This design comes from an exercise in tuning for small area and a short achievable clock period on the open sky130 flow, not from production work. RTL that was checked went through simulation tests only; none was proved equivalent to the original. Function not checked in runs 3 to 5: the RTL went through the layout flow alone. Power is estimated from default activity; no workload was simulated.

[flow/config.mk]
export PLATFORM = sky130hd
export DESIGN_NAME = datapath
export DESIGN_NICKNAME = datapath
export VERILOG_FILES = /design/flow/design.v
export SDC_FILE = /design/flow/constraint.sdc
export NUM_CORES = 4
export LEC_CHECK = 0
export CAP_MARGIN = 20
export CORE_MARGIN = 2
export CORE_UTILIZATION = 65
export SLEW_MARGIN = 20
export SYNTH_HIERARCHICAL = 1
[flow/constraint.sdc]
create_clock -name core_clock -period 17.0 [get_ports {clk}]
set_input_delay 3.4000 -clock core_clock [delete_from_list [all_inputs] [get_ports {clk}]]
set_output_delay 3.4000 -clock core_clock [all_outputs]
set_load 0.01 [all_outputs]
[flow/design.v]
`timescale 1ns / 1ps
module FunctionalUnit(FS, A, An, B, nbx, zero_flag, out);
	input [2:0] FS;
	input [15:0] A, An, B;	 
	input [15:0] nbx;	 
	output zero_flag;
	output [15:0] out;
	wire inv = ~FS[2] & ~FS[1] & FS[0];
	reg ksum, kl, kr, kL, kg, kp, kna;
	always @(*) begin
		{ksum, kl, kr, kL, kg, kp, kna} = 7'b0;
		case (FS)
			3'b000: {ksum, kg, kp} = 3'b111;
			3'b001: ksum = 1'b1;
			3'b010: {kL, kg} = 2'b11;
			3'b011: {kL, kg, kp} = 3'b111;
			3'b100: {kL, kp} = 2'b11;
			3'b101: {kL, kna} = 2'b11;
			3'b110: {kl, kg} = 2'b11;
			default: {kr, kg, kp} = 3'b111;
		endcase
	end
	wire [15:0] g, p, t, L, c;
	wire [17:0] Ae = {A[15], A, 1'b0};
	genvar i;
	generate
		for (i = 0; i < 16; i = i + 1) begin: sl
			nor2g gg(.a(An[i]), .b(nbx[i]), .y(g[i]));
			gen_p gp(.a(A[i]), .nb(nbx[i]), .p(p[i]));
			nand2g gt(.a(An[i]), .b(nbx[i]), .y(t[i]));
			alu_out fo(.ksum(ksum), .kL(kL), .kl(kl), .kr(kr), .kg(kg), .kp(kp), .kna(kna),
				.a(A[i]), .g(g[i]), .p(p[i]), .c(c[i]),
				.al(Ae[i]), .ar(Ae[i+2]), .L(L[i]), .f(out[i]));
		end
	endgenerate
	prefix_carry PC(.g(g), .p(t), .cin(inv), .c(c));
	assign zero_flag = inv ? ((&p) & (|B)) : ~|L;
endmodule
module prefix_carry(input [15:0] g, input [15:0] p, input cin, output [15:0] c);
	wire [15:0] G0, P0, G1, P1, G2, P2, G3, P3;
	genvar i;
	generate
		for (i = 0; i < 16; i = i + 1) begin: lv
			if (i == 0) begin: b0
				assign G0[i] = g[0] | (p[0] & cin);
				assign P0[i] = 1'b0;
			end else begin: bn
				assign G0[i] = g[i];
				assign P0[i] = p[i];
			end
			if (i[0]) begin: l1
				assign G1[i] = G0[i] | (P0[i] & G0[i-1]);
				assign P1[i] = P0[i] & P0[i-1];
			end else begin: l1n
				assign G1[i] = G0[i];
				assign P1[i] = P0[i];
			end
			if (i[1]) begin: l2
				assign G2[i] = G1[i] | (P1[i] & G1[(i & ~1) - 1]);
				assign P2[i] = P1[i] & P1[(i & ~1) - 1];
			end else begin: l2n
				assign G2[i] = G1[i];
				assign P2[i] = P1[i];
			end
			if (i[2]) begin: l3
				assign G3[i] = G2[i] | (P2[i] & G2[(i & ~3) - 1]);
				assign P3[i] = P2[i] & P2[(i & ~3) - 1];
			end else begin: l3n
				assign G3[i] = G2[i];
				assign P3[i] = P2[i];
			end
		end
		assign c[0] = cin;
		for (i = 1; i < 16; i = i + 1) begin: co
			if (i - 1 >= 8)
				assign c[i] = G3[i-1] | (P3[i-1] & G3[7]);
			else
				assign c[i] = G3[i-1];
		end
	endgenerate
endmodule
module gen_p(input a, input nb, output p);
	assign p = ~(a ^ nb);
endmodule
module alu_out(input ksum, input kL, input kl, input kr, input kg, input kp, input kna,
	input a, input g, input p, input c, input al, input ar, output L, output f);
	assign L = (g & kg) | (p & kp) | (~a & kna);
	assign f = ((p ^ c) & ksum) | (L & kL) | (al & kl) | (ar & kr);
endmodule
`timescale 1ns / 1ps
module hold_mux(input we, input hold, input d, input q, output y);
	assign y = (we & d) | (hold & q);
endmodule
module aoi222(input a0, input a1, input b0, input b1, input c0, input c1, output y);
	assign y = ~((a0 & a1) | (b0 & b1) | (c0 & c1));
endmodule
module nand2g(input a, input b, output y);
	assign y = ~(a & b);
endmodule
module nand3g(input a, input b, input c, output y);
	assign y = ~(a & b & c);
endmodule
module nand4g(input a, input b, input c, input d, output y);
	assign y = ~(a & b & c & d);
endmodule
module a221og(input a0, input a1, input b0, input b1, input c, output y);
	assign y = (a0 & a1) | (b0 & b1) | c;
endmodule
module and2g(input a, input b, output y);
	assign y = a & b;
endmodule
module or2g(input a, input b, output y);
	assign y = a | b;
endmodule
module nor2g(input a, input b, output y);
	assign y = ~(a | b);
endmodule
module rd_mux16(input [15:0] d, input [15:0] s, output y, output yn);
	wire [5:0] t;
	wire n0, n1;
	aoi222 g0(d[0], s[0], d[1], s[1], d[2], s[2], t[0]);
	aoi222 g1(d[3], s[3], d[4], s[4], d[5], s[5], t[1]);
	aoi222 g2(d[6], s[6], d[7], s[7], d[8], s[8], t[2]);
	aoi222 g3(d[9], s[9], d[10], s[10], d[11], s[11], t[3]);
	aoi222 g4(d[12], s[12], d[13], s[13], d[14], s[14], t[4]);
	nand2g g5(d[15], s[15], t[5]);
	nand3g c0(t[0], t[1], t[2], n0);
	nand3g c1(t[3], t[4], t[5], n1);
	or2g c2(n0, n1, y);
	nor2g c3(n0, n1, yn);
endmodule
module rd_mux16c(input [15:0] d, input [15:0] s, input nmb, input mc, output y);
	wire [5:0] t;
	wire n0, n1;
	aoi222 g0(d[0], s[0], d[1], s[1], d[2], s[2], t[0]);
	aoi222 g1(d[3], s[3], d[4], s[4], d[5], s[5], t[1]);
	aoi222 g2(d[6], s[6], d[7], s[7], d[8], s[8], t[2]);
	aoi222 g3(d[9], s[9], d[10], s[10], d[11], s[11], t[3]);
	aoi222 g4(d[12], s[12], d[13], s[13], d[14], s[14], t[4]);
	nand2g g5(d[15], s[15], t[5]);
	nand3g c0(t[0], t[1], t[2], n0);
	nand3g c1(t[3], t[4], t[5], n1);
	a221og c2(nmb, n0, nmb, n1, mc, y);
endmodule
module nand2bg(input an, input b, output y);
	assign y = ~(~an & b);
endmodule
module or3g(input a, input b, input c, output y);
	assign y = a | b | c;
endmodule
module or3bg(input a, input b, input cn, output y);
	assign y = a | b | ~cn;
endmodule
module nand3bg(input an, input b, input c, output y);
	assign y = ~(~an & b & c);
endmodule
module predec2(input [1:0] a, output [3:0] yn);
	or2g p0(a[1], a[0], yn[0]);
	nand2bg p1(a[1], a[0], yn[1]);
	nand2bg p2(a[0], a[1], yn[2]);
	nand2g p3(a[1], a[0], yn[3]);
endmodule
module predec2off(input [1:0] a, input off, output [3:0] yn);
	or3g p0(a[1], a[0], off, yn[0]);
	or3bg p1(a[1], off, a[0], yn[1]);
	or3bg p2(a[0], off, a[1], yn[2]);
	nand3bg p3(off, a[1], a[0], yn[3]);
endmodule
module dec4(input [3:0] a, output [15:0] y);
	wire [3:0] lo, hi;
	predec2 pl(a[1:0], lo);
	predec2 ph(a[3:2], hi);
	genvar k;
	generate
		for (k = 0; k < 16; k = k + 1) begin: o
			nor2g g(lo[k % 4], hi[k / 4], y[k]);
		end
	endgenerate
endmodule
module dec4off(input [3:0] a, input off, output [15:0] y);
	wire [3:0] lo, hi;
	predec2 pl(a[1:0], lo);
	predec2off ph(a[3:2], off, hi);
	genvar k;
	generate
		for (k = 0; k < 16; k = k + 1) begin: o
			nor2g g(lo[k % 4], hi[k / 4], y[k]);
		end
	endgenerate
endmodule
`timescale 1ns / 1ps
module datapath(
	input clk,
	input clr,
	input RW,
	input [3:0] DA,
	input [3:0] AA,
	input [3:0] BA,
	input MB,
	input [2:0] FS,
	input MD,
	input [15:0] const_in,
	input [15:0] data_in,
	output [15:0] addr_out,
	output [15:0] data_out,
	output [15:0] f_out,
	output zero_flag
	);
	wire [15:0] F;
	wire [15:0] Dw;
	wire nMD = ~MD;
	wire [15:0] dec = 16'd1 << DA;
	wire [15:0] selA0, selA1, selB0, selB1;
	dec4 da0(.a(AA), .y(selA0));
	dec4 da1(.a(AA), .y(selA1));
	dec4 db0(.a(BA), .y(selB0));
	dec4 db1(.a(BA), .y(selB1));
	wire nMB = ~MB;
	wire [15:0] mc;
	wire [15:0] A, An, B;
	wire [15:0] rd [0:15];
	genvar i, j;
	generate
		for (i = 0; i < 16; i = i + 1) begin: regs
			reg [15:0] q;
			wire [15:0] nq;
			wire we = ~clr & RW & dec[i];
			wire hold = ~clr & ~(RW & dec[i]);
			for (j = 0; j < 16; j = j + 1) begin: bits
				hold_mux m(.we(we), .hold(hold), .d(Dw[j]), .q(q[j]), .y(nq[j]));
				assign rd[j][i] = q[j];
			end
			always @(posedge clk)
				q <= nq;
		end
		for (j = 0; j < 16; j = j + 1) begin: wdata
			hold_mux m(.we(MD), .hold(nMD), .d(data_in[j]), .q(F[j]), .y(Dw[j]));
		end
		for (j = 0; j < 16; j = j + 1) begin: rports
			rd_mux16 ma(.d(rd[j]), .s(j < 8 ? selA0 : selA1), .y(A[j]), .yn(An[j]));
			and2g gm(.a(MB), .b(const_in[j]), .y(mc[j]));
			rd_mux16c mb(.d(rd[j]), .s(j < 8 ? selB0 : selB1), .nmb(nMB), .mc(mc[j]), .y(B[j]));
		end
	endgenerate
	wire inv = ~FS[2] & ~FS[1] & FS[0];
	wire [15:0] nbx;
	generate
		for (j = 0; j < 16; j = j + 1) begin: opb
			gen_p g(.a(B[j]), .nb(inv), .p(nbx[j]));
		end
	endgenerate
	wire z;
	FunctionalUnit FU(.FS(FS), .A(A), .An(An), .B(B), .nbx(nbx), .zero_flag(z), .out(F));
	assign addr_out = A;
	assign data_out = B;
	assign f_out = F;
	assign zero_flag = z;
endmodule
[flow/flow/run.sh]
#!/bin/bash
# Standard layout, with plain buffers (not delay cells) on the ports and a
# smaller clock tree without dummy loads.
set -euo pipefail
export BUFFER_PORTS_ARGS="-buffer_cell sky130_fd_sc_hd__buf_1"
export CTS_ARGS="-sink_clustering_enable -repair_clock_nets -dont_use_dummy_load -buf_list {sky130_fd_sc_hd__clkbuf_8} -sink_clustering_size 14 -sink_clustering_max_diameter 80"
export SETUP_SLACK_MARGIN=7.5
export SETUP_MOVE_SEQUENCE=sizeup,swap
bash standard.sh > standard_flow.log 2>&1
[flow/standard.sh]
#!/bin/bash
# synth_recipe.tcl (not shown) runs the flow's synth.tcl, then flattens the netlist and writes it again
# the make line also repeats each setting of config.mk as NAME=value (left out here)
make -C /OpenROAD-flow-scripts/flow DESIGN_CONFIG=/design/flow/config.mk WORK_HOME=/design/flow/orfs CLKGATE_MAP_FILE= SYNTH_SCRIPT=/design/flow/synth_recipe.tcl "${@:-finish}"
==> results.txt, run 1 <==
----------------------------------------------------
[Run status]
  Result of the run ... finished clean

[Global route]
  First-pass GRT wire length ... 69.01 mm
  Maximum number of pins on one net before global-route repair ... 33
  Overall overflow remaining after global route ... 0
  Initial antenna violation count ... 1
  Overall track demand over capacity in global routing ... 44.46%
  Number of global-route vias before repair ... 11,930

[Floorplanning]
  Chip height ... 141.2 microns
  Number of placed I/O pins ... 101
  Initial Utilization ... 65.89%
  Die Outline Area ... 19,950 sq um
  Number of placement rows ... 50
  Overall die width ... 141.2 microns
  Floorplan Core Area ... 18,580 sq um

[Cells and area]
  Area growth syn-to-layout ... 12.91%
  Count of nets after finishing ... 1,412
  Share of post-route cells with drive strength above 1 ... 9.794%
  Post-route core utilization ... 74.39%
  Multi-input gate area ... 7386 sq um
  Flip-flop count of the largest register, all copies and words added ... 256
  Layout filler cell count ... 1,443
  Footprint of the flip-flops and latches ... 5125 sq um
  Biggest register ... regs.q
  Largest registers ranked by flip-flop count ... regs.q (256)

[Pwr]
  VDD IR max ... 0.00007989 V
  Power Dens Cells ... 78.93 nW/um^2
  Total net switching power ... 320.1 uW
  Fraction of power consumed by the clock network ... 28.6%
  Combinational Power Share ... 15.4%
  Lkg Pwr ... 0.005174 uW
  Switching portion of total power ... 29.34%
  Share of total power in sequential cells ... 56.0%
  Total internal power ... 770.9 uW

[Clock tree]
  Max H-tree Level ... 1
  CTS Buf Count ... 22
  Setup repair bufs after CTS ... 0
  Clock slew seen by the registers of the worst setup and hold paths ... 0.09 ns
  Later-pin clock latency in the skew report ... 0.58 ns
  Root buffer cell ... clkbuf_8
  Clock tree from TritonCTS ... built
  Maximum buffer depth of the clock tree ... 3
  CTS sink count ... 256

[STA]
  Final TNS setup ... 0 ns
  Final worst clock skew ... 0.03880 ns
  Final setup fails ... 0
  Unrepaired setup endpoints after global routing ... yes
  Maximum clock frequency ... 97.88 MHz
  Final worst path period share ... 60.10%
  Slew at the pin closest to its max-slew limit ... 1.184 ns
  Final Max Tran Viols ... 0
  Hold Fails Final Rpt ... 0
  Worst rel slew slack ... 21.08%
  Minimum clock period ... 10.22 ns

[Critical path]
  Setup slack, reg-to-reg ... 12.76 ns
  Data arrival time of the critical path ... 6.82 ns
  Critical Path Max Stage Delay ... 0.48 ns
  Crit-path max FO ... 8
  Type of origin of the critical path ... input pin
  Slowest stage cell, crit path ... a221o_1
  Count of buffering cells on the critical path with inverters included ... 2
  Origin of the critical flop-to-flop path ... regs[3].q[2]$_DFF_P_
  Cell-by-cell trace of the critical path ... buf_12, nand2b_4, nor2_4, a222oi_1, nand3_1, a221o_1, xnor2_2, nand2_2, a21o_1, a21oi_2, a21oi_2, o2111ai_4, a32oi_2, xor2_1, a221o_1, buf_2
  Crit end category ... primary output
  Data required time at the worst endpoint ... 13.60 ns
  Worst r2r dst ... regs[12].q[15]$_DFF_P_
  Kind of cell adding the most delay to the critical path ... compound AO/OA/AOI/OAI gates
  Depth of the most critical reg-to-reg path ... 14
  Path type of the worst setup path ... in2out

[Logic synthesis]
  Number of nets produced by synthesis ... 1,264
  Average cell area after synthesis ... 10.10 sq um
  Post-synthesis cell area ... 12,240 sq um
  Post-synthesis cell count ... 1,212
  Warning count from the yosys run ... 8

[Routing]
  Wire per inst ... 29.14 microns
  Remaining number of nets flagged by the antenna check after routing ... 0
  Iteration-0 DRC count of the detailed router ... 2,923
  Number of vias after detailed routing ... 13,080
  Drc violations ... 0
  Vias per cell ... 8.199
  Final Routed Wirelength ... 46.48 mm
  DRT Pass-1 Iters ... 12

[Hold path]
  Class of the worst hold path ... reg2reg
  Worst hold path stage count ... 1
  Hold EP ... regs[15].q[9]$_DFF_P_
  Worst Min Path Start ... regs[15].q[9]$_DFF_P_

[Placement]
  Number of buffers added on ports ... 100
  Placer's final routability congestion estimate ... 1.082
  Dpl hpwl ... 32.11 mm

[Run]
  Count of max-cap constraint violations ... 0

----------------------------------------------------
==> routing by layer <==
layer	wire (microns)	GRT usage, %	vias to the layer above
li1	-	-	5501
met2	20320	68.98	1117
met5	0	0	-
met4	2787	22.37	0
met3	6422	9.749	249
met1	16950	58.68	6210
==> power groups by stage <==
| stage | registers [uW] | clock network, uW | logic (uW) |
|---|---|---|---|
| after floorplan | 623 | 0 | 94.8 |
| after global placement | 625 | 0 | 151 |
| after detailed placement | 625 | 0 | 152 |
| after CTS | 611 | 309 | 157 |
| after global routing | 612 | 332 | 174 |
| final | 611 | 312 | 168 |
==> layout make-up <==
| cell class | instances | share of cell area (%) |
|---|---|---|
| multi-input cells | 944 | 53.44 |
| diodes | 3 | 0.05431 |
| inverters | 6 | 0.1901 |
| flip-flops and latches | 256 | 37.08 |
| clock buffers | 22 | 2.191 |
| repair buffers | 130 | 4.933 |
| well taps | 234 | 2.118 |
==> worst max path at each step <==
stage / cells after the start / to / slack [ns] / start
finish: 16 / f_out[13] / 6.78 / BA[0]
global placement: 12 / f_out[13] / 6.41 / MB
floorplan: 14 / f_out[15] / 7.54 / BA[2]
CTS: 16 / f_out[13] / 6.90 / BA[3]
global route: 16 / f_out[13] / 6.67 / BA[0]
detailed placement: 13 / f_out[13] / 6.40 / MB
==> worst register-to-register path, delay by kind of cell (launching register included) <==
kind,cells,cell delay (ns)
AND/OR/NAND/NOR,2,0.36
XOR/XNOR,2,0.45
flip-flops,1,0.34
AO/OA/AOI/OAI,10,2.98
==> stage by stage <==
step	cell area (sq um)	hold slack (ns)	instances	total power [uW]	setup WS, ns
floorplan	12340	0.4607	1212	717.9	7.535
global placement	13220	0.4752	1570	775.2	6.412
detailed placement	13220	0.4762	1570	777.3	6.397
CTS	13670	0.5046	1592	1077	6.899
global route	13820	0.5193	1593	1118	6.670
finish	13820	0.5059	1595	1091	6.784
==> cell usage in the layout, fill, tap and decap left out, types with 3 or more instances in the layout <==
| master | count |
|---|---|
| a22o_1 | 288 |
| dfxtp_1 | 256 |
| a222oi_1 | 160 |
| nor2_1 | 95 |
| buf_1 | 85 |
| nand3_1 | 67 |
| nand2_1 | 57 |
| a221o_1 | 48 |
| buf_4 | 31 |
| xnor2_1 | 24 |
| clkbuf_8 | 22 |
| or2_1 | 20 |
| nor2b_1 | 18 |
| xor2_1 | 16 |
| and2_1 | 16 |
| nor2_2 | 14 |
| nand2b_1 | 12 |
| a21oi_1 | 12 |
| nand4_1 | 9 |
| a21o_1 | 9 |
| xnor2_2 | 9 |
| nor4_1 | 7 |
| buf_2 | 7 |
| a21oi_2 | 6 |
| nor2_4 | 6 |
| a31oi_1 | 5 |
| inv_1 | 5 |
| or2_4 | 4 |
| nand2b_4 | 4 |
| buf_12 | 4 |
| diode_2 | 3 |
| and3b_1 | 3 |
| nand2b_2 | 3 |
| clkbuf_2 | 3 |
==> timing repair <==
item | 4_1_cts | 5_1_grt
pin swaps | 24 | 40
hold endpoints to repair | 0 | 0
resized for setup | 50 | 32
hold buffers | 0 | 0
endpoints found under the setup margin | 17 | 17
==> run 2: changes to the inputs <==
==> flow/flow/run.sh (replaced) <==
#!/bin/bash
# Standard layout, with plain buffers (not delay cells) on the ports and a
# smaller clock tree without dummy loads.
set -euo pipefail
export BUFFER_PORTS_ARGS="-buffer_cell sky130_fd_sc_hd__buf_1"
export CTS_ARGS="-sink_clustering_enable -repair_clock_nets -dont_use_dummy_load -buf_list {sky130_fd_sc_hd__clkbuf_4 sky130_fd_sc_hd__clkbuf_8} -sink_clustering_size 9 -sink_clustering_max_diameter 60"
export SETUP_SLACK_MARGIN=7.5
export SETUP_MOVE_SEQUENCE=sizeup,swap
bash standard.sh > standard_flow.log 2>&1
==> run 2 against run 1 <==
Effect of this change: register-to-register slack better by 0.02 ns; area after synthesis stayed put; clock skew is 0.026 ns higher; routed wire length is 0.61% higher; highest routed layer unchanged.
==> results.txt, run 2 <==
----------------------------------------------------
[Critical path]
  Cell-by-cell trace of the critical path ... buf_12, nand2b_4, nor2_1, a222oi_1, nand3_1, a221o_1, xnor2_2, nand2_2, a21o_1, a21oi_2, a21oi_2, o2111ai_4, a32oi_2, xor2_1, a221o_1, buf_2 (was buf_12, nand2b_4, nor2_4, a222oi_1, nand3_1, a221o_1, xnor2_2, nand2_2, a21o_1, a21oi_2, a21oi_2, o2111ai_4, a32oi_2, xor2_1, a221o_1, buf_2)
  Crit-path max FO ... 8 (unchanged)
  Path type of the worst setup path ... in2out (unchanged)
  Data arrival time of the critical path ... 6.84 ns (was 6.82 ns)
  Count of buffering cells on the critical path with inverters included ... 2 (unchanged)
  Slowest stage cell, crit path ... nor2_1 (was a221o_1)
  Crit end category ... primary output (unchanged)
  Critical Path Max Stage Delay ... 0.55 ns (was 0.48 ns)
  Data required time at the worst endpoint ... 13.60 ns (about the same)
  Type of origin of the critical path ... input pin (unchanged)
  Kind of cell adding the most delay to the critical path ... compound AO/OA/AOI/OAI gates (unchanged)

[Placement]
  Post-Place Cells ... 1,570 (unchanged)
  Number of buffers added on ports ... 100 (unchanged)
  Placer's final routability congestion estimate ... 1.082 (unchanged)
  Dpl hpwl ... 32.11 mm (unchanged)

[Routing]
  Number of vias after detailed routing ... 13,190 (was 13,080)
  Iteration-0 DRC count of the detailed router ... 3,007 (was 2,923)
  Vias per cell ... 8.215 (was 8.199)
  Drc violations ... 0 (unchanged)
  Final Routed Wirelength ... 46.76 mm (was 46.48 mm)
  Remaining number of nets flagged by the antenna check after routing ... 0 (unchanged)
  Wire per inst ... 29.12 microns (was 29.14 microns)
  DRT Pass-1 Iters ... 13 (was 12)

[Cells and area]
  Leading cell types in the layout, fill and taps excluded ... 288 x a22o_1, 256 x dfxtp_1, 160 x a222oi_1 (unchanged)
  Biggest register ... regs.q (unchanged)
  Flip-flop count of the largest register, all copies and words added ... 256 (unchanged)
  Footprint of the flip-flops and latches ... 5125 sq um (unchanged)
  Largest registers ranked by flip-flop count ... regs.q (256) (unchanged)
  Most common cell after layout, fill and taps aside ... a22o_1 (unchanged)
  Multi-input gate area ... 7433 sq um (was 7386 sq um)
  Post-route core utilization ... 75.57% (was 74.39%)
  Final standard cell count with taps included and fillers excluded ... 1,606 (was 1,595)
  Area growth syn-to-layout ... 14.70% (was 12.91%)
  Count of nets after finishing ... 1,425 (was 1,412)
  Layout filler cell count ... 1,402 (was 1,443)
  Share of post-route cells with drive strength above 1 ... 11.45% (was 9.794%)

[Logic synthesis]
  Warning count from the yosys run ... 8 (unchanged)
  Post-synthesis cell area ... 12,240 sq um (unchanged)
  Number of nets produced by synthesis ... 1,264 (unchanged)
  Post-synthesis cell count ... 1,212 (unchanged)
  Average cell area after synthesis ... 10.10 sq um (unchanged)

[Global route]
  Overall track demand over capacity in global routing ... 44.76% (was 44.46%)
  Maximum number of pins on one net before global-route repair ... 33 (unchanged)
  Initial antenna violation count ... 0 (was 1)
  First-pass GRT wire length ... 69.25 mm (was 69.01 mm)
  Number of global-route vias before repair ... 12,010 (was 11,930)
  Overall overflow remaining after global route ... 0 (unchanged)

[Clock tree]
  Maximum buffer depth of the clock tree ... 3 (unchanged)
  CTS Buf Count ... 35 (was 22)
  Max H-tree Level ... 2 (was 1)
  CTS sink count ... 256 (unchanged)
  Clock tree from TritonCTS ... built (unchanged)
  Later-pin clock latency in the skew report ... 0.55 ns (was 0.58 ns)
  Quantity of hold-fixing buffers added after cts ... 0 (unchanged)
  Clock slew seen by the registers of the worst setup and hold paths ... 0.07 ns (was 0.09 ns)
  Root buffer cell ... clkbuf_8 (unchanged)

[STA]
  Final Max Tran Viols ... 0 (unchanged)
  Minimum clock period ... 10.24 ns (was 10.22 ns)
  Final worst clock skew ... 0.06497 ns (was 0.03880 ns)
  Final TNS setup ... 0 ns (unchanged)
  Maximum clock frequency ... 97.62 MHz (was 97.88 MHz)
  Hold Fails Final Rpt ... 0 (unchanged)
  Unrepaired setup endpoints after global routing ... yes (unchanged)
  Slew at the pin closest to its max-slew limit ... 1.172 ns (was 1.184 ns)
  Worst rel slew slack ... 21.88% (was 21.08%)
  Final worst path period share ... 60.26% (was 60.10%)
  Final setup fails ... 0 (unchanged)

[Pwr]
  Lkg Pwr ... 0.005280 uW (was 0.005174 uW)
  VDD IR max ... 0.00007327 V (was 0.00007989 V)
  Power Dens Cells ... 83.83 nW/um^2 (was 78.93 nW/um^2)

[Run]
  Count of max-cap constraint violations ... 0 (unchanged)

[Floorplanning]
  Overall die width ... 141.2 microns (unchanged)
  Die Outline Area ... 19,950 sq um (unchanged)
  Initial Utilization ... 65.89% (unchanged)
  Number of placement rows ... 50 (unchanged)
  Number of placed I/O pins ... 101 (unchanged)
  Floorplan Core Area ... 18,580 sq um (unchanged)
  Chip height ... 141.2 microns (unchanged)

[Run status]
  Result of the run ... finished clean (unchanged)

[Hold path]
  Class of the worst hold path ... reg2reg (unchanged)

----------------------------------------------------
[run 2: cell types whose count changed in the layout (fill, tap and decap cells not counted), moves of 2 or more]
cell,before,now
clkbuf_8,22,35
nor2_2,14,23
nor2_1,95,88
xnor2_1,24,21
xnor2_2,9,12
buf_1,85,87
clkbuf_2,3,1
diode_2,3,1
nor2_4,6,4
or2_1,20,18
or2_4,4,6
[run 2: power breakdown]
part	internal (uW)	switching [uW]	leakage [uW]
Sequential	606	5.73	0.00206
Clock	183	213	0.000252
Combinational	50.4	119	0.00296
Total	839	338	0.00528
[run 2: routing by layer]
| metal | part of all wire [%] | GRT usage, % | vias to the layer above | wire, microns |
|---|---|---|---|---|
| met5 | 0 | 0 | - | 0 |
| met4 | 6.0 | 24.11 | 0 | 2795 |
| met3 | 14 | 10.29 | 252 | 6466 |
| met2 | 44 | 68.96 | 1171 | 20500 |
| met1 | 36 | 58.55 | 6250 | 17000 |
| li1 | - | - | 5521 | - |
[run 2: cell type report]
cell class / count / area share [%]
multi-input cells: 944 / 52.94
well taps: 234 / 2.085
clock buffers: 35 / 3.431
repair buffers: 130 / 4.839
inverters: 6 / 0.1871
flip-flops and latches: 256 / 36.50
diodes: 1 / 0.01782
[run 2: what timing repair did]
action / CTS / global route
setup buffers: 0 / 0
endpoints found under the setup margin: 17 / 17
pin swaps: 33 / 26
gates resized for setup: 70 / 22
cloned: 0 / 0
[run 2: worst reg2reg max path, delay by kind of cell (launching register included)]
family	cells	cell delay (ns)
simple gates	3	0.55
flops	1	0.34
xor+xnor	2	0.38
compound gates	9	2.87
[run 2: final timing paths]
path,slack [ns],cells past startpoint,start,to
min reg2reg,0.50,1,regs[15].q[9]$_DFF_P_,regs[15].q[9]$_DFF_P_
max,6.76,16,BA[3],f_out[13]
max reg2reg,12.78,14,regs[3].q[0]$_DFF_P_,regs[9].q[13]$_DFF_P_
min,0.50,1,regs[15].q[9]$_DFF_P_,regs[15].q[9]$_DFF_P_
[run 2: through the flow]
step | setup slack, ns | total power, uW | cell area [sq um] | hold slack (ns)
finish | 6.756 | 1177 | 14040 | 0.4980
global route | 6.674 | 1205 | 14040 | 0.5108
CTS | 6.898 | 1167 | 13940 | 0.4984
detailed placement | 6.397 | 777.3 | 13220 | 0.4762
global placement | 6.412 | 775.2 | 13220 | 0.4752
floorplan | 7.535 | 717.9 | 12340 | 0.4607
==> run 3: changes to the inputs <==
--- a/flow/design.v
+++ b/flow/design.v
@@ -26,7 +26,7 @@
 	generate
 		for (i = 0; i < 16; i = i + 1) begin: sl
 			nor2g gg(.a(An[i]), .b(nbx[i]), .y(g[i]));
-			gen_p gp(.a(A[i]), .nb(nbx[i]), .p(p[i]));
+			xor2g gp(.a(An[i]), .b(nbx[i]), .y(p[i]));
 			nand2g gt(.a(An[i]), .b(nbx[i]), .y(t[i]));
 			alu_out fo(.ksum(ksum), .kL(kL), .kl(kl), .kr(kr), .kg(kg), .kp(kp), .kna(kna),
 				.a(A[i]), .g(g[i]), .p(p[i]), .c(c[i]),
@@ -79,9 +79,6 @@
 		end
 	endgenerate
 endmodule
-module gen_p(input a, input nb, output p);
-	assign p = ~(a ^ nb);
-endmodule
 module alu_out(input ksum, input kL, input kl, input kr, input kg, input kp, input kna,
 	input a, input g, input p, input c, input al, input ar, output L, output f);
 	assign L = (g & kg) | (p & kp) | (~a & kna);
@@ -103,8 +100,14 @@
 module nand4g(input a, input b, input c, input d, output y);
 	assign y = ~(a & b & c & d);
 endmodule
-module a221og(input a0, input a1, input b0, input b1, input c, output y);
-	assign y = (a0 & a1) | (b0 & b1) | c;
+module a221oig(input a0, input a1, input b0, input b1, input c, output y);
+	assign y = ~((a0 & a1) | (b0 & b1) | c);
+endmodule
+module invg(input a, output y);
+	assign y = ~a;
+endmodule
+module xor2g(input a, input b, output y);
+	assign y = a ^ b;
 endmodule
 module and2g(input a, input b, output y);
 	assign y = a & b;
@@ -129,7 +132,7 @@
 	or2g c2(n0, n1, y);
 	nor2g c3(n0, n1, yn);
 endmodule
-module rd_mux16c(input [15:0] d, input [15:0] s, input nmb, input mc, output y);
+module rd_mux16c(input [15:0] d, input [15:0] s, input nmb, input mc, output yn);
 	wire [5:0] t;
 	wire n0, n1;
 	aoi222 g0(d[0], s[0], d[1], s[1], d[2], s[2], t[0]);
@@ -140,7 +143,7 @@
 	nand2g g5(d[15], s[15], t[5]);
 	nand3g c0(t[0], t[1], t[2], n0);
 	nand3g c1(t[3], t[4], t[5], n1);
-	a221og c2(nmb, n0, nmb, n1, mc, y);
+	a221oig c2(nmb, n0, nmb, n1, mc, yn);
 endmodule
 module nand2bg(input an, input b, output y);
 	assign y = ~(~an & b);
@@ -217,7 +220,7 @@
 	dec4 db1(.a(BA), .y(selB1));
 	wire nMB = ~MB;
 	wire [15:0] mc;
-	wire [15:0] A, An, B;
+	wire [15:0] A, An, B, Bn;
 	wire [15:0] rd [0:15];
 	genvar i, j;
 	generate
@@ -239,14 +242,15 @@
 		for (j = 0; j < 16; j = j + 1) begin: rports
 			rd_mux16 ma(.d(rd[j]), .s(j < 8 ? selA0 : selA1), .y(A[j]), .yn(An[j]));
 			and2g gm(.a(MB), .b(const_in[j]), .y(mc[j]));
-			rd_mux16c mb(.d(rd[j]), .s(j < 8 ? selB0 : selB1), .nmb(nMB), .mc(mc[j]), .y(B[j]));
+			rd_mux16c mb(.d(rd[j]), .s(j < 8 ? selB0 : selB1), .nmb(nMB), .mc(mc[j]), .yn(Bn[j]));
+			invg bi(.a(Bn[j]), .y(B[j]));
 		end
 	endgenerate
 	wire inv = ~FS[2] & ~FS[1] & FS[0];
 	wire [15:0] nbx;
 	generate
 		for (j = 0; j < 16; j = j + 1) begin: opb
-			gen_p g(.a(B[j]), .nb(inv), .p(nbx[j]));
+			xor2g g(.a(Bn[j]), .b(inv), .y(nbx[j]));
 		end
 	endgenerate
 	wire z;
==> flow/flow/run.sh (replaced) <==
#!/bin/bash
# Standard layout, with plain buffers (not delay cells) on the ports and a
# smaller clock tree without dummy loads.
set -euo pipefail
export BUFFER_PORTS_ARGS="-buffer_cell sky130_fd_sc_hd__buf_1"
export CTS_ARGS="-sink_clustering_enable -repair_clock_nets -dont_use_dummy_load -buf_list {sky130_fd_sc_hd__clkbuf_8} -sink_clustering_size 14 -sink_clustering_max_diameter 80"
export SETUP_SLACK_MARGIN=7.5
export SETUP_MOVE_SEQUENCE=sizeup,swap
bash standard.sh > standard_flow.log 2>&1
==> run 3 against run 2 <==
Effect of this change: cell count unchanged; still clean; hold slack improved by 0.0073 ns; flip-flop and latch count unchanged; maximum frequency decreased by 0.85%; combinational power about the same; register-to-register slack got worse by 0.07 ns; largest power group unchanged; die area increased by 1.1%; cell area decreased by 0.89%; via count decreased by 1.7%; synthesized cell count increased by 1.3%; largest cell class unchanged; non-clock buffer count decreased by 2.
==> results.txt, run 3 <==
----------------------------------------------------
[Critical path]
  Data arrival time of the critical path ... 6.93 ns (was 6.84 ns)
  Data required time at the worst endpoint ... 13.60 ns (about the same)
  Critical Path Max Stage Delay ... 0.47 ns (was 0.55 ns)
  Depth of the most critical reg-to-reg path ... 14 (unchanged)
  Type of origin of the critical path ... input pin (unchanged)
  Critical Path Most Common Cell ... nand2_1
  Count of buffering cells on the critical path with inverters included ... 2 (unchanged)
  Path type of the worst setup path ... in2out (unchanged)
  Worst r2r dst ... regs[9].q[13]$_DFF_P_ (unchanged)
  Setup slack, reg-to-reg ... 12.71 ns (was 12.78 ns)
  Kind of cell adding the most delay to the critical path ... compound AO/OA/AOI/OAI gates (unchanged)
  Crit end category ... primary output (unchanged)
  Slowest stage cell, crit path ... a221oi_2 (was nor2_1)
  Origin of the critical flop-to-flop path ... regs[6].q[0]$_DFF_P_ (was regs[3].q[0]$_DFF_P_)
  Crit-path max FO ... 8 (unchanged)
  Cell-by-cell trace of the critical path ... buf_6, nand2_1, nor2_1, a222oi_1, nand3_1, a221oi_2, xor2_2, nand2_1, a21o_1, a21oi_2, o211a_1, o21ai_1, xor2_1, a221o_1, buf_1 (was buf_12, nand2b_4, nor2_1, a222oi_1, nand3_1, a221o_1, xnor2_2, nand2_2, a21o_1, a21oi_2, a21oi_2, o2111ai_4, a32oi_2, xor2_1, a221o_1, buf_2)

[STA]
  Maximum clock frequency ... 96.79 MHz (was 97.62 MHz)
  Minimum clock period ... 10.33 ns (was 10.24 ns)
  Final worst path period share ... 60.77% (was 60.26%)
  Unrepaired setup endpoints after global routing ... yes (unchanged)
  Final TNS setup ... 0 ns (unchanged)
  Final worst clock skew ... 0.04672 ns (was 0.06497 ns)
  Final setup fails ... 0 (unchanged)
  Worst rel slew slack ... 24.83% (was 21.88%)
  Hold Fails Final Rpt ... 0 (unchanged)
  Slew at the pin closest to its max-slew limit ... 1.128 ns (was 1.172 ns)
  Final Max Tran Viols ... 0 (unchanged)

[Cells and area]
  Most common cell after layout, fill and taps aside ... a22o_1 (unchanged)
  Count of nets after finishing ... 1,426 (was 1,425)
  Final cell area excluding filler cells ... 13,920 sq um (was 14,040 sq um)
  Area growth syn-to-layout ... 12.39% (was 14.70%)
  Leading cell types in the layout, fill and taps excluded ... 288 x a22o_1, 256 x dfxtp_1, 160 x a222oi_1 (unchanged)
  Flip-flop count of the largest register, all copies and words added ... 256 (unchanged)
  Biggest register ... regs.q (unchanged)
  Largest registers ranked by flip-flop count ... regs.q (256) (unchanged)
  Share of post-route cells with drive strength above 1 ... 10.71% (was 11.45%)
  Final antenna diode count ... 0 (was 1)

[Hold path]
  Class of the worst hold path ... reg2reg (unchanged)
  Worst Min Path Start ... regs[9].q[0]$_DFF_P_ (was regs[15].q[9]$_DFF_P_)
  Hold EP ... regs[9].q[0]$_DFF_P_ (was regs[15].q[9]$_DFF_P_)
  Worst hold path stage count ... 1 (unchanged)

[Logic synthesis]
  Post-synthesis cell area ... 12,380 sq um (was 12,240 sq um)
  Number of nets produced by synthesis ... 1,280 (was 1,264)
  Average cell area after synthesis ... 10.08 sq um (was 10.10 sq um)
  Post-synthesis cell count ... 1,228 (was 1,212)
  Warning count from the yosys run ... 8 (unchanged)

[Floorplanning]
  Initial Utilization ... 66.19% (was 65.89%)
  Overall die width ... 142.0 microns (was 141.2 microns)
  Chip height ... 142.0 microns (was 141.2 microns)
  Die Outline Area ... 20,170 sq um (was 19,950 sq um)
  Number of placed I/O pins ... 101 (unchanged)
  Floorplan Core Area ... 18,710 sq um (was 18,580 sq um)
  Number of placement rows ... 50 (unchanged)

[Global route]
  Initial antenna violation count ... 0 (unchanged)
  Number of global-route vias before repair ... 11,770 (was 12,010)
  First-pass GRT wire length ... 68.97 mm (was 69.25 mm)
  Overall track demand over capacity in global routing ... 44.17% (was 44.76%)
  Maximum number of pins on one net before global-route repair ... 33 (unchanged)
  Overall overflow remaining after global route ... 0 (unchanged)

[Clock tree]
  Later-pin clock latency in the skew report ... 0.57 ns (was 0.55 ns)
  Clock tree from TritonCTS ... built (unchanged)
  CTS Buf Count ... 22 (was 35)
  Maximum buffer depth of the clock tree ... 3 (unchanged)
  Clock slew seen by the registers of the worst setup and hold paths ... 0.04 ns (was 0.07 ns)
  Max H-tree Level ... 1 (was 2)
  Root buffer cell ... clkbuf_8 (unchanged)
  CTS sink count ... 256 (unchanged)

[Run]
  Count of max-cap constraint violations ... 0 (unchanged)

[Placement]
  Placed inst area ... 13,280 sq um (was 13,220 sq um)
  Number of buffers added on ports ... 100 (unchanged)
  Placer's final routability congestion estimate ... 1.047 (was 1.082)
  Dpl hpwl ... 31.94 mm (was 32.11 mm)

[Routing]
  DRT Pass-1 Iters ... 14 (was 13)
  Final Routed Wirelength ... 46.41 mm (was 46.76 mm)
  Remaining number of nets flagged by the antenna check after routing ... 0 (unchanged)
  Wire per inst ... 28.90 microns (was 29.12 microns)
  Number of vias after detailed routing ... 12,970 (was 13,190)
  Vias per cell ... 8.076 (was 8.215)
  Drc violations ... 0 (unchanged)
  Iteration-0 DRC count of the detailed router ... 2,715 (was 3,007)

[Run status]
  Result of the run ... finished clean (unchanged)

[Pwr]
  VDD IR max ... 0.00006558 V (was 0.00007327 V)
  Lkg Pwr ... 0.005358 uW (was 0.005280 uW)
  Total design power ... 1089 uW (was 1177 uW)
  Power Dens Cells ... 78.24 nW/um^2 (was 83.83 nW/um^2)

----------------------------------------------------
-- run 3: final cells by class --
| class | instances | area (sq um) |
|---|---|---|
| multi-input combinational | 944 | 7445 |
| sequential | 256 | 5125 |
| fill | 1405 | 4790 |
| timing repair buffer | 128 | 664.4 |
| clock buffer | 22 | 302.8 |
| tap | 234 | 292.8 |
| inverter | 22 | 86.33 |
-- run 3: through the flow --
step                util (%)  setup WS [ns]  hold WS, ns  instances
global route           74.39          6.598       0.5161       1606
floorplan                  -          7.512       0.4615       1228
finish                 74.39          6.668       0.5053       1606
CTS                    74.06          6.786       0.5059       1606
global placement       70.97          6.210       0.4743       1584
detailed placement     70.97          6.053       0.4784       1584
-- run 3: timing repair --
action	CTS	global route
endpoints found under the hold margin	0	0
setup endpoints to repair	17	17
resized for setup	74	13
setup buffers	0	0
hold buffers	0	0
pin swaps	57	20
-- run 3: worst max path at each step --
stage / cells after the start / slack [ns] / start / endpoint
2_1_floorplan: 11 / 7.51 / MB / f_out[15]
3_3_place_gp: 13 / 6.21 / MB / f_out[15]
3_5_place_dp: 13 / 6.05 / MB / f_out[14]
4_1_cts: 13 / 6.79 / MB / f_out[13]
5_1_grt: 16 / 6.60 / BA[1] / f_out[13]
6_report: 15 / 6.67 / BA[1] / f_out[14]
-- run 3: worst reg2reg max path, stage by stage, from the launching register on --
cell       delay [ns]
dfxtp_1          0.35
a222oi_1         0.47
nand3_1          0.28
a221oi_4         0.42
xor2_2           0.15
nor2_2           0.18
a21o_2           0.14
nand4_1          0.20
a21oi_2          0.28
o2111ai_4        0.17
a32oi_1          0.27
xor2_1           0.16
a221o_1          0.17
a22o_1           0.68
a22o_1           0.30
-- run 3: report_power, final --
group	leakage [uW]	total [uW]	switching [uW]	internal [uW]
registers	0.00206	611	5.51	606
logic	0.00314	169	122	47.3
clock network	0.000158	309	193	116
-- run 3: metal layers --
layer	vias up	track usage, %	wire, microns
met5	-	0	0
met4	0	22.63	2778
met3	190	11.17	6486
met2	1133	65.90	19790
met1	6113	59.33	17360
li1	5534	-	-
==> run 4: changes to the inputs <==
--- a/flow/design.v
+++ b/flow/design.v
@@ -1,8 +1,7 @@
 `timescale 1ns / 1ps
-module FunctionalUnit(FS, A, An, B, nbx, zero_flag, out);
+module FunctionalUnit(FS, A, An, Bn, zero_flag, out);
 	input [2:0] FS;
-	input [15:0] A, An, B;	 
-	input [15:0] nbx;	 
+	input [15:0] A, An, Bn;	 
 	output zero_flag;
 	output [15:0] out;
 	wire inv = ~FS[2] & ~FS[1] & FS[0];
@@ -20,29 +19,30 @@
 			default: {kr, kg, kp} = 3'b111;
 		endcase
 	end
-	wire [15:0] g, p, t, L, c;
+	wire [15:0] axn, g, p, t, L, c;
 	wire [17:0] Ae = {A[15], A, 1'b0};
 	genvar i;
 	generate
 		for (i = 0; i < 16; i = i + 1) begin: sl
-			nor2g gg(.a(An[i]), .b(nbx[i]), .y(g[i]));
-			xor2g gp(.a(An[i]), .b(nbx[i]), .y(p[i]));
-			nand2g gt(.a(An[i]), .b(nbx[i]), .y(t[i]));
+			xor2g gx(.a(An[i]), .b(inv), .y(axn[i]));	 
+			nor2g gg(.a(axn[i]), .b(Bn[i]), .y(g[i]));
+			nand2g gt(.a(axn[i]), .b(Bn[i]), .y(t[i]));
+			xor2g gp(.a(An[i]), .b(Bn[i]), .y(p[i]));
 			alu_out fo(.ksum(ksum), .kL(kL), .kl(kl), .kr(kr), .kg(kg), .kp(kp), .kna(kna),
 				.a(A[i]), .g(g[i]), .p(p[i]), .c(c[i]),
 				.al(Ae[i]), .ar(Ae[i+2]), .L(L[i]), .f(out[i]));
 		end
 	endgenerate
-	prefix_carry PC(.g(g), .p(t), .cin(inv), .c(c));
-	assign zero_flag = inv ? ((&p) & (|B)) : ~|L;
-endmodule
-module prefix_carry(input [15:0] g, input [15:0] p, input cin, output [15:0] c);
+	prefix_carry PC(.g(g), .p(t), .c(c));
+	assign zero_flag = inv ? (~|p & ~&Bn) : ~|L;
+endmodule
+module prefix_carry(input [15:0] g, input [15:0] p, output [15:0] c);
 	wire [15:0] G0, P0, G1, P1, G2, P2, G3, P3;
 	genvar i;
 	generate
 		for (i = 0; i < 16; i = i + 1) begin: lv
 			if (i == 0) begin: b0
-				assign G0[i] = g[0] | (p[0] & cin);
+				assign G0[i] = g[0];
 				assign P0[i] = 1'b0;
 			end else begin: bn
 				assign G0[i] = g[i];
@@ -70,7 +70,7 @@
 				assign P3[i] = P2[i];
 			end
 		end
-		assign c[0] = cin;
+		assign c[0] = 1'b0;
 		for (i = 1; i < 16; i = i + 1) begin: co
 			if (i - 1 >= 8)
 				assign c[i] = G3[i-1] | (P3[i-1] & G3[7]);
@@ -246,15 +246,8 @@
 			invg bi(.a(Bn[j]), .y(B[j]));
 		end
 	endgenerate
-	wire inv = ~FS[2] & ~FS[1] & FS[0];
-	wire [15:0] nbx;
-	generate
-		for (j = 0; j < 16; j = j + 1) begin: opb
-			xor2g g(.a(Bn[j]), .b(inv), .y(nbx[j]));
-		end
-	endgenerate
 	wire z;
-	FunctionalUnit FU(.FS(FS), .A(A), .An(An), .B(B), .nbx(nbx), .zero_flag(z), .out(F));
+	FunctionalUnit FU(.FS(FS), .A(A), .An(An), .Bn(Bn), .zero_flag(z), .out(F));
 	assign addr_out = A;
 	assign data_out = B;
 	assign f_out = F;
==> run 4 against run 3 <==
Effect of this change: via count is 0.12% higher; area after synthesis decreased by 0.13%; still clean; largest power group unchanged; maximum frequency grew 1.7%; worst setup slack improved by 0.17 ns; cell area increased by 1.8%; synthesized cell count is 0.49% lower; sequential power about the same.
==> results.txt, run 4 <==
----------------------------------------------------
[Run status]
  Result of the run ... finished clean (unchanged)

[Global route]
  Overall track demand over capacity in global routing ... 43.91% (was 44.17%)
  Maximum number of pins on one net before global-route repair ... 33 (unchanged)
  Initial antenna violation count ... 0 (unchanged)
  Number of global-route vias before repair ... 11,920 (was 11,770)
  Overall overflow remaining after global route ... 0 (unchanged)
  First-pass GRT wire length ... 69.03 mm (was 68.97 mm)

[Logic synthesis]
  Post-synthesis cell count ... 1,222 (was 1,228)
  Number of nets produced by synthesis ... 1,274 (was 1,280)
  Post-synthesis cell area ... 12,370 sq um (was 12,380 sq um)
  Average cell area after synthesis ... 10.12 sq um (was 10.08 sq um)
  Warning count from the yosys run ... 8 (unchanged)

[STA]
  Final TNS setup ... 0 ns (unchanged)
  Post-route worst hold slack ... 0.5112 ns (was 0.5053 ns)
  Final Max Tran Viols ... 0 (unchanged)
  Worst rel slew slack ... 24.96% (was 24.83%)
  PnR worst setup slack ... 6.837 ns (was 6.668 ns)
  Slew at the pin closest to its max-slew limit ... 1.124 ns (was 1.128 ns)
  Unrepaired setup endpoints after global routing ... yes (unchanged)
  Maximum clock frequency ... 98.40 MHz (was 96.79 MHz)
  Hold Fails Final Rpt ... 0 (unchanged)
  Minimum clock period ... 10.16 ns (was 10.33 ns)
  Final worst clock skew ... 0.02574 ns (was 0.04672 ns)
  Final worst path period share ... 59.78% (was 60.77%)
  Final setup fails ... 0 (unchanged)

[Cells and area]
  Biggest register ... regs.q (unchanged)
  Share of post-route cells with drive strength above 1 ... 14.28% (was 10.71%)
  Largest registers ranked by flip-flop count ... regs.q (256) (unchanged)
  Area growth syn-to-layout ... 14.57% (was 12.39%)
  Flip-flop count of the largest register, all copies and words added ... 256 (unchanged)
  Leading cell types in the layout, fill and taps excluded ... 288 x a22o_1, 256 x dfxtp_1, 160 x a222oi_1 (unchanged)
  Most common cell after layout, fill and taps aside ... a22o_1 (unchanged)
  Final cell area excluding filler cells ... 14,170 sq um (was 13,920 sq um)
  Final antenna diode count ... 0 (unchanged)
  Count of nets after finishing ... 1,420 (was 1,426)

[Clock tree]
  Root buffer cell ... clkbuf_8 (unchanged)
  Clock slew seen by the registers of the worst setup and hold paths ... 0.09 ns (was 0.04 ns)
  Setup repair bufs after CTS ... 0 (unchanged)
  Later-pin clock latency in the skew report ... 0.56 ns (was 0.57 ns)
  Maximum buffer depth of the clock tree ... 3 (unchanged)
  Max H-tree Level ... 1 (unchanged)
  CTS sink count ... 256 (unchanged)
  Quantity of hold-fixing buffers added after cts ... 0 (unchanged)
  CTS Buf Count ... 22 (unchanged)
  Clock tree from TritonCTS ... built (unchanged)

[Floorplanning]
  Die Outline Area ... 20,140 sq um (was 20,170 sq um)
  Initial Utilization ... 66.11% (was 66.19%)
  Number of placed I/O pins ... 101 (unchanged)
  Number of placement rows ... 50 (unchanged)
  Chip height ... 141.9 microns (was 142.0 microns)
  Overall die width ... 141.9 microns (was 142.0 microns)
  Floorplan Core Area ... 18,710 sq um (unchanged)

[Critical path]
  Type of origin of the critical path ... input pin (unchanged)
  Path type of the worst setup path ... in2out (unchanged)
  Origin of the critical flop-to-flop path ... regs[6].q[3]$_DFF_P_ (was regs[6].q[0]$_DFF_P_)
  Slowest stage cell, crit path ... a222oi_1 (was a221oi_2)
  Depth of the most critical reg-to-reg path ... 13 (was 14)
  Crit-path max FO ... 8 (unchanged)
  Critical Path Max Stage Delay ... 0.55 ns (was 0.47 ns)
  Worst r2r dst ... regs[13].q[11]$_DFF_P_ (was regs[9].q[13]$_DFF_P_)
  Data arrival time of the critical path ... 6.76 ns (was 6.93 ns)
  Setup slack, reg-to-reg ... 12.90 ns (was 12.71 ns)
  Data required time at the worst endpoint ... 13.60 ns (about the same)
  Crit end category ... primary output (unchanged)
  Worst setup endpoint ... f_out[11] (was f_out[14])
  Critical Path Start ... BA[1] (unchanged)
  Cell-by-cell trace of the critical path ... buf_12, or2_4, nor2_1, a222oi_1, nand3_1, a221oi_4, nor2_2, a21oi_2, o21ai_2, a22oi_4, nand2b_1, o31a_1, xor2_1, a221o_1, clkbuf_2 (was buf_6, nand2_1, nor2_1, a222oi_1, nand3_1, a221oi_2, xor2_2, nand2_1, a21o_1, a21oi_2, o211a_1, o21ai_1, xor2_1, a221o_1, buf_1)

[Pwr]
  Power Dens Cells ... 76.75 nW/um^2 (was 78.24 nW/um^2)
  Lkg Pwr ... 0.005422 uW (was 0.005358 uW)
  VDD IR max ... 0.00007179 V (was 0.00006558 V)
  Total design power ... 1087 uW (was 1089 uW)

[Routing]
  DRT Pass-1 Iters ... 11 (was 14)
  Number of vias after detailed routing ... 12,990 (was 12,970)
  Drc violations ... 0 (unchanged)
  Remaining number of nets flagged by the antenna check after routing ... 0 (unchanged)
  Wire per inst ... 29.26 microns (was 28.90 microns)
  Vias per cell ... 8.116 (was 8.076)
  Iteration-0 DRC count of the detailed router ... 2,938 (was 2,715)
  Final Routed Wirelength ... 46.82 mm (was 46.41 mm)

[Run]
  Count of max-cap constraint violations ... 0 (unchanged)

[Placement]
  Post-Place Setup Slack ... 6.499 ns (was 6.053 ns)
  Dpl hpwl ... 31.93 mm (was 31.94 mm)
  Number of buffers added on ports ... 100 (unchanged)
  Placer's final routability congestion estimate ... 1.027 (was 1.047)
  Placed inst area ... 13,240 sq um (was 13,280 sq um)

[Hold path]
  Class of the worst hold path ... reg2reg (unchanged)

----------------------------------------------------
[run 4: cell types whose count changed in the layout (fill, tap and decap cells not counted), sizes merged, moves of 2 or more]
cell	delta
a21oi	-3
buf	-4
clkbuf	+5
nand2b	+2
nand4	-2
o31a	+2
[run 4: repair_timing]
item                                    CTS  global route
resized for setup                        90            68
pin swaps                                33            35
endpoints found under the setup margin   17            16
[run 4: per-layer routing]
layer	global-route usage (%)	vias up	routed length, microns
met5	0	-	0
met4	25.63	0	3158
met3	11.37	219	6203
met2	66.35	1145	20230
met1	56.84	6114	17220
li1	-	5507	-
[run 4: power breakdown]
part           internal (uW)  leakage [uW]  switching [uW]  total (uW)
Clock                    116      0.000158             193         309
Combinational           49.6       0.00320             118         167
Sequential               605       0.00206            5.82         611
Total                    771       0.00542             317        1090
[run 4: final cells by class]
type                       count  area [sq um]
fill                        1367          4538
inverter                      20         75.07
multi-input combinational    939          7664
sequential                   256          5125
clock buffer                  22         302.8
tap                          234         292.8
timing repair buffer         129         708.2
[run 4: how the worst min path moves through the flow]
stage / slack, ns / to / cells after the start / startpoint
floorplan: 0.46 / regs[0].q[0]$_DFF_P_ / 1 / regs[0].q[0]$_DFF_P_
global placement: 0.47 / regs[6].q[14]$_DFF_P_ / 1 / regs[6].q[14]$_DFF_P_
detailed placement: 0.48 / regs[9].q[15]$_DFF_P_ / 1 / regs[9].q[15]$_DFF_P_
CTS: 0.51 / regs[4].q[3]$_DFF_P_ / 1 / regs[4].q[3]$_DFF_P_
global route: 0.52 / regs[15].q[0]$_DFF_P_ / 1 / regs[15].q[0]$_DFF_P_
finish: 0.51 / regs[15].q[0]$_DFF_P_ / 1 / regs[15].q[0]$_DFF_P_
[run 4: stage by stage]
stage / instances / utilization [%]
2_1_floorplan: 1222 / -
3_3_place_gp: 1576 / 70.71
3_5_place_dp: 1576 / 70.77
4_1_cts: 1598 / 74.24
5_1_grt: 1600 / 75.74
6_report: 1600 / 75.74
[run 4: critical path: cells and delay by family]
family                    cells  cell delay [ns]
and+or+nand+nor               5             0.83
AOI/OAI and AO/OA             7             2.10
xor gates and xnor gates      1             0.16
buffers and inverters         2             0.25
==> run 5: changes to the inputs <==
--- a/flow/design.v
+++ b/flow/design.v
@@ -1,7 +1,8 @@
 `timescale 1ns / 1ps
-module FunctionalUnit(FS, A, An, Bn, zero_flag, out);
+module FunctionalUnit(FS, A, An, B, nbx, zero_flag, out);
 	input [2:0] FS;
-	input [15:0] A, An, Bn;	 
+	input [15:0] A, An, B;	 
+	input [15:0] nbx;	 
 	output zero_flag;
 	output [15:0] out;
 	wire inv = ~FS[2] & ~FS[1] & FS[0];
@@ -19,65 +20,45 @@
 			default: {kr, kg, kp} = 3'b111;
 		endcase
 	end
-	wire [15:0] axn, g, p, t, L, c;
+	wire [15:0] g, p, t, L, c;
 	wire [17:0] Ae = {A[15], A, 1'b0};
 	genvar i;
 	generate
 		for (i = 0; i < 16; i = i + 1) begin: sl
-			xor2g gx(.a(An[i]), .b(inv), .y(axn[i]));	 
-			nor2g gg(.a(axn[i]), .b(Bn[i]), .y(g[i]));
-			nand2g gt(.a(axn[i]), .b(Bn[i]), .y(t[i]));
-			xor2g gp(.a(An[i]), .b(Bn[i]), .y(p[i]));
+			nor2g gg(.a(An[i]), .b(nbx[i]), .y(g[i]));
+			gen_p gp(.a(A[i]), .nb(nbx[i]), .p(p[i]));
+			nand2g gt(.a(An[i]), .b(nbx[i]), .y(t[i]));
 			alu_out fo(.ksum(ksum), .kL(kL), .kl(kl), .kr(kr), .kg(kg), .kp(kp), .kna(kna),
 				.a(A[i]), .g(g[i]), .p(p[i]), .c(c[i]),
 				.al(Ae[i]), .ar(Ae[i+2]), .L(L[i]), .f(out[i]));
 		end
 	endgenerate
-	prefix_carry PC(.g(g), .p(t), .c(c));
-	assign zero_flag = inv ? (~|p & ~&Bn) : ~|L;
-endmodule
-module prefix_carry(input [15:0] g, input [15:0] p, output [15:0] c);
-	wire [15:0] G0, P0, G1, P1, G2, P2, G3, P3;
-	genvar i;
-	generate
-		for (i = 0; i < 16; i = i + 1) begin: lv
-			if (i == 0) begin: b0
-				assign G0[i] = g[0];
-				assign P0[i] = 1'b0;
-			end else begin: bn
-				assign G0[i] = g[i];
-				assign P0[i] = p[i];
+	prefix_carry PC(.g(g), .p(t), .cin(inv), .c(c));
+	assign zero_flag = inv ? ((&p) & (|B)) : ~|L;
+endmodule
+module prefix_carry(input [15:0] g, input [15:0] p, input cin, output [15:0] c);
+	wire [15:0] G [0:4];
+	wire [15:0] P [0:4];
+	assign G[0] = {g[15:1], g[0] | (p[0] & cin)};
+	assign P[0] = {p[15:1], 1'b0};
+	genvar l, i;
+	generate
+		for (l = 1; l <= 4; l = l + 1) begin: lv
+			for (i = 0; i < 16; i = i + 1) begin: b
+				if (i >= (1 << (l - 1))) begin: m
+					assign G[l][i] = G[l-1][i] | (P[l-1][i] & G[l-1][i - (1 << (l - 1))]);
+					assign P[l][i] = P[l-1][i] & P[l-1][i - (1 << (l - 1))];
+				end else begin: k
+					assign G[l][i] = G[l-1][i];
+					assign P[l][i] = P[l-1][i];
+				end
 			end
-			if (i[0]) begin: l1
-				assign G1[i] = G0[i] | (P0[i] & G0[i-1]);
-				assign P1[i] = P0[i] & P0[i-1];
-			end else begin: l1n
-				assign G1[i] = G0[i];
-				assign P1[i] = P0[i];
-			end
-			if (i[1]) begin: l2
-				assign G2[i] = G1[i] | (P1[i] & G1[(i & ~1) - 1]);
-				assign P2[i] = P1[i] & P1[(i & ~1) - 1];
-			end else begin: l2n
-				assign G2[i] = G1[i];
-				assign P2[i] = P1[i];
-			end
-			if (i[2]) begin: l3
-				assign G3[i] = G2[i] | (P2[i] & G2[(i & ~3) - 1]);
-				assign P3[i] = P2[i] & P2[(i & ~3) - 1];
-			end else begin: l3n
-				assign G3[i] = G2[i];
-				assign P3[i] = P2[i];
-			end
-		end
-		assign c[0] = 1'b0;
-		for (i = 1; i < 16; i = i + 1) begin: co
-			if (i - 1 >= 8)
-				assign c[i] = G3[i-1] | (P3[i-1] & G3[7]);
-			else
-				assign c[i] = G3[i-1];
-		end
-	endgenerate
+		end
+	endgenerate
+	assign c = {G[4][14:0], cin};
+endmodule
+module gen_p(input a, input nb, output p);
+	assign p = ~(a ^ nb);
 endmodule
 module alu_out(input ksum, input kL, input kl, input kr, input kg, input kp, input kna,
 	input a, input g, input p, input c, input al, input ar, output L, output f);
@@ -100,14 +81,8 @@
 module nand4g(input a, input b, input c, input d, output y);
 	assign y = ~(a & b & c & d);
 endmodule
-module a221oig(input a0, input a1, input b0, input b1, input c, output y);
-	assign y = ~((a0 & a1) | (b0 & b1) | c);
-endmodule
-module invg(input a, output y);
-	assign y = ~a;
-endmodule
-module xor2g(input a, input b, output y);
-	assign y = a ^ b;
+module a221og(input a0, input a1, input b0, input b1, input c, output y);
+	assign y = (a0 & a1) | (b0 & b1) | c;
 endmodule
 module and2g(input a, input b, output y);
 	assign y = a & b;
@@ -132,7 +107,7 @@
 	or2g c2(n0, n1, y);
 	nor2g c3(n0, n1, yn);
 endmodule
-module rd_mux16c(input [15:0] d, input [15:0] s, input nmb, input mc, output yn);
+module rd_mux16c(input [15:0] d, input [15:0] s, input nmb, input mc, output y);
 	wire [5:0] t;
 	wire n0, n1;
 	aoi222 g0(d[0], s[0], d[1], s[1], d[2], s[2], t[0]);
@@ -143,7 +118,7 @@
 	nand2g g5(d[15], s[15], t[5]);
 	nand3g c0(t[0], t[1], t[2], n0);
 	nand3g c1(t[3], t[4], t[5], n1);
-	a221oig c2(nmb, n0, nmb, n1, mc, yn);
+	a221og c2(nmb, n0, nmb, n1, mc, y);
 endmodule
 module nand2bg(input an, input b, output y);
 	assign y = ~(~an & b);
@@ -220,7 +195,7 @@
 	dec4 db1(.a(BA), .y(selB1));
 	wire nMB = ~MB;
 	wire [15:0] mc;
-	wire [15:0] A, An, B, Bn;
+	wire [15:0] A, An, B;
 	wire [15:0] rd [0:15];
 	genvar i, j;
 	generate
@@ -242,12 +217,18 @@
 		for (j = 0; j < 16; j = j + 1) begin: rports
 			rd_mux16 ma(.d(rd[j]), .s(j < 8 ? selA0 : selA1), .y(A[j]), .yn(An[j]));
 			and2g gm(.a(MB), .b(const_in[j]), .y(mc[j]));
-			rd_mux16c mb(.d(rd[j]), .s(j < 8 ? selB0 : selB1), .nmb(nMB), .mc(mc[j]), .yn(Bn[j]));
-			invg bi(.a(Bn[j]), .y(B[j]));
+			rd_mux16c mb(.d(rd[j]), .s(j < 8 ? selB0 : selB1), .nmb(nMB), .mc(mc[j]), .y(B[j]));
+		end
+	endgenerate
+	wire inv = ~FS[2] & ~FS[1] & FS[0];
+	wire [15:0] nbx;
+	generate
+		for (j = 0; j < 16; j = j + 1) begin: opb
+			gen_p g(.a(B[j]), .nb(inv), .p(nbx[j]));
 		end
 	endgenerate
 	wire z;
-	FunctionalUnit FU(.FS(FS), .A(A), .An(An), .Bn(Bn), .zero_flag(z), .out(F));
+	FunctionalUnit FU(.FS(FS), .A(A), .An(An), .B(B), .nbx(nbx), .zero_flag(z), .out(F));
 	assign addr_out = A;
 	assign data_out = B;
 	assign f_out = F;
==> run 5 against run 4 <==
Effect of this change: still clean; worst setup slack worse by 0.45 ns; clock skew increased by 0.051 ns; global-route usage up 0.25 points; first-iteration DRC count is 1.9% lower; routed wire length grew 0.48%; hold slack worse by 0.0070 ns; cell area down 1.1%; die area fell by 0.31%; critical endpoint is now f_out[13]; largest cell class unchanged.
==> results.txt, run 5 <==
----------------------------------------------------
[Logic synthesis]
  Warning count from the yosys run ... 9 (was 8)
  Post-synthesis cell area ... 12,330 sq um (was 12,370 sq um)
  Average cell area after synthesis ... 10.10 sq um (was 10.12 sq um)
  Number of nets produced by synthesis ... 1,272 (was 1,274)
  Post-synthesis cell count ... 1,220 (was 1,222)

[Run status]
  Result of the run ... finished clean (unchanged)

[Cells and area]
  Largest registers ranked by flip-flop count ... regs.q (256) (unchanged)
  Leading cell types in the layout, fill and taps excluded ... 289 x a22o_1, 256 x dfxtp_1, 160 x a222oi_1 (was 288 x a22o_1, 256 x dfxtp_1, 160 x a222oi_1)
  Most common cell after layout, fill and taps aside ... a22o_1 (unchanged)
  Flip-flop count of the largest register, all copies and words added ... 256 (unchanged)
  Area growth syn-to-layout ... 13.64% (was 14.57%)
  Count of nets after finishing ... 1,417 (was 1,420)
  Post-route core utilization ... 75.13% (was 75.74%)
  Share of post-route cells with drive strength above 1 ... 11.74% (was 14.28%)
  Final antenna diode count ... 0 (unchanged)

[Clock tree]
  CTS sink count ... 256 (unchanged)
  Root buffer cell ... clkbuf_8 (unchanged)
  Setup repair bufs after CTS ... 0 (unchanged)
  Clock slew seen by the registers of the worst setup and hold paths ... 0.06 ns (was 0.09 ns)
  Quantity of hold-fixing buffers added after cts ... 0 (unchanged)
  Clock tree from TritonCTS ... built (unchanged)

[Critical path]
  Type of origin of the critical path ... input pin (unchanged)
  Path type of the worst setup path ... in2out (unchanged)
  Crit-path max FO ... 8 (unchanged)
  Critical Path Max Stage Delay ... 0.49 ns (was 0.55 ns)
  Critical Path Most Common Cell ... a221o_1
  Data required time at the worst endpoint ... 13.60 ns (about the same)
  Crit end category ... primary output (unchanged)
  Slowest stage cell, crit path ... a221o_1 (was a222oi_1)
  Cell-by-cell trace of the critical path ... buf_12, or2_4, nor2_4, a222oi_1, nand3_1, a221o_1, xnor2_2, nor2_2, a21o_1, a21oi_4, nand2_2, a41o_1, o41a_1, xor2_1, a221o_1, buf_2 (was buf_12, or2_4, nor2_1, a222oi_1, nand3_1, a221oi_4, nor2_2, a21oi_2, o21ai_2, a22oi_4, nand2b_1, o31a_1, xor2_1, a221o_1, clkbuf_2)
  Count of buffering cells on the critical path with inverters included ... 2 (unchanged)

[Routing]
  Remaining number of nets flagged by the antenna check after routing ... 0 (unchanged)
  Number of vias after detailed routing ... 13,270 (was 12,990)
  Iteration-0 DRC count of the detailed router ... 2,882 (was 2,938)
  Vias per cell ... 8.308 (was 8.116)
  DRT Pass-1 Iters ... 15 (was 11)
  Wire per inst ... 29.45 microns (was 29.26 microns)
  Drc violations ... 0 (unchanged)

[Pwr]
  Lkg Pwr ... 0.005310 uW (was 0.005422 uW)
  Total net switching power ... 323.0 uW (was 316.6 uW)
  Switching portion of total power ... 29.46% (was 29.12%)
  VDD IR max ... 0.00006944 V (was 0.00007179 V)
  Total internal power ... 773.3 uW (was 770.8 uW)
  Total design power ... 1096 uW (was 1087 uW)
  Combinational Power Share ... 15.9% (was 15.4%)
  Share of total power in sequential cells ... 55.8% (was 56.2%)

[Global route]
  Overall track demand over capacity in global routing ... 44.17% (was 43.91%)
  Overall overflow remaining after global route ... 0 (unchanged)
  Initial antenna violation count ... 0 (unchanged)
  Number of global-route vias before repair ... 11,950 (was 11,920)
  First-pass GRT wire length ... 68.81 mm (was 69.03 mm)
  Maximum number of pins on one net before global-route repair ... 33 (unchanged)

[Floorplanning]
  Floorplan Core Area ... 18,640 sq um (was 18,710 sq um)
  Number of placed I/O pins ... 101 (unchanged)
  Die Outline Area ... 20,080 sq um (was 20,140 sq um)
  Initial Utilization ... 66.11% (about the same)
  Chip height ... 141.7 microns (was 141.9 microns)

[Placement]
  Dpl hpwl ... 32.17 mm (was 31.93 mm)
  Number of buffers added on ports ... 100 (unchanged)
  Placer's final routability congestion estimate ... 1.010 (was 1.027)
  Post-Place Setup Slack ... 6.227 ns (was 6.499 ns)

[STA]
  Slew at the pin closest to its max-slew limit ... 1.155 ns (was 1.124 ns)
  Hold Fails Final Rpt ... 0 (unchanged)
  Minimum clock period ... 10.62 ns (was 10.16 ns)
  Final Max Tran Viols ... 0 (unchanged)
  Final TNS setup ... 0 ns (unchanged)
  Final worst clock skew ... 0.07654 ns (was 0.02574 ns)
  Final worst path period share ... 62.46% (was 59.78%)
  Worst rel slew slack ... 23.00% (was 24.96%)

[Hold path]
  Class of the worst hold path ... reg2reg (unchanged)

[Run]
  Count of max-cap constraint violations ... 0 (unchanged)

----------------------------------------------------
==> run 5: changes by cell type in the layout (fill, tap and decap cells not counted), moves of 6 or more <==
cell / previous run / this run
inv_1: 20 / 2
nor2_1: 49 / 78
a221o_1: 32 / 49
xnor2_1: 1 / 15
xor2_1: 48 / 17
a221oi_4: 15 / 0
xnor2_2: 0 / 18
nor2_2: 60 / 28
nand2b_2: 7 / 1
==> run 5: timing repair <==
item | 4_1_cts | 5_1_grt
endpoints found under the hold margin | 0 | 0
endpoints found under the setup margin | 17 | 17
resized for setup | 32 | 57
pin swaps | 21 | 45
==> run 5: power by group through the flow <==
stage / Clock [uW] / Sequential [uW] / Combinational [uW]
after global placement: 0 / 625 / 154
after CTS: 308 / 611 / 160
final: 310 / 611 / 175
after detailed placement: 0 / 625 / 156
after global routing: 329 / 612 / 181
after floorplan: 0 / 623 / 97.9
==> run 5: layer usage <==
| metal | track usage, % | part of all wire, % |
|---|---|---|
| met3 | 13.87 | 15 |
| met5 | 0 | 0 |
| met1 | 59.10 | 37 |
| met4 | 18.21 | 5.4 |
| met2 | 66.40 | 42 |
==> run 5: through the flow <==
step | cell area [sq um] | std cells
finish | 14010 | 1597
global route | 14010 | 1597
CTS | 13770 | 1597
detailed placement | 13370 | 1575
global placement | 13370 | 1575
floorplan | 12500 | 1220
==> run 5: layout make-up <==
type                    count  area [sq um]
multi-input cells         955          7610
flip-flops and latches    256          5125
fillers                  1390          4636
repair buffers            127         661.9
clock buffers              22         302.8
well taps                 234         292.8
inverters                   3         15.01
==> run 5: path summary, 6_finish.rpt <==
kind	slack [ns]	to	cells past startpoint	from
worst max register to register	12.37	regs[14].q[13]$_DFF_P_	14	regs[3].q[1]$_DFF_P_
worst max-delay path	6.38	f_out[13]	16	BA[3]
worst min register to register	0.50	regs[0].q[5]$_DFF_P_	1	regs[0].q[5]$_DFF_P_
worst min-delay path	0.50	regs[0].q[5]$_DFF_P_	1	regs[0].q[5]$_DFF_P_
==> run 5: worst reg2reg max path: stages (launching register included) <==
cell and delay (ns):
dfxtp_1 0.34, a222oi_1 0.44, nand3_1 0.33, a221o_1 0.49, xnor2_2 0.30, nor2_2 0.09
a21o_1 0.20, a21oi_4 0.20, nand2_2 0.12, a41o_1 0.24, o41a_1 0.36, xor2_1 0.17
a221o_1 0.35, a22o_1 0.48, a22o_1 0.35

Check on run 5: ideal ports give 6.382 ns setup slack; a clkbuf_16 on the clock port and buf_2 on the inputs give 6.314 ns; moving port delays by the midpoint clock arrival (0.598 ns) as well gives 6.314 ns.
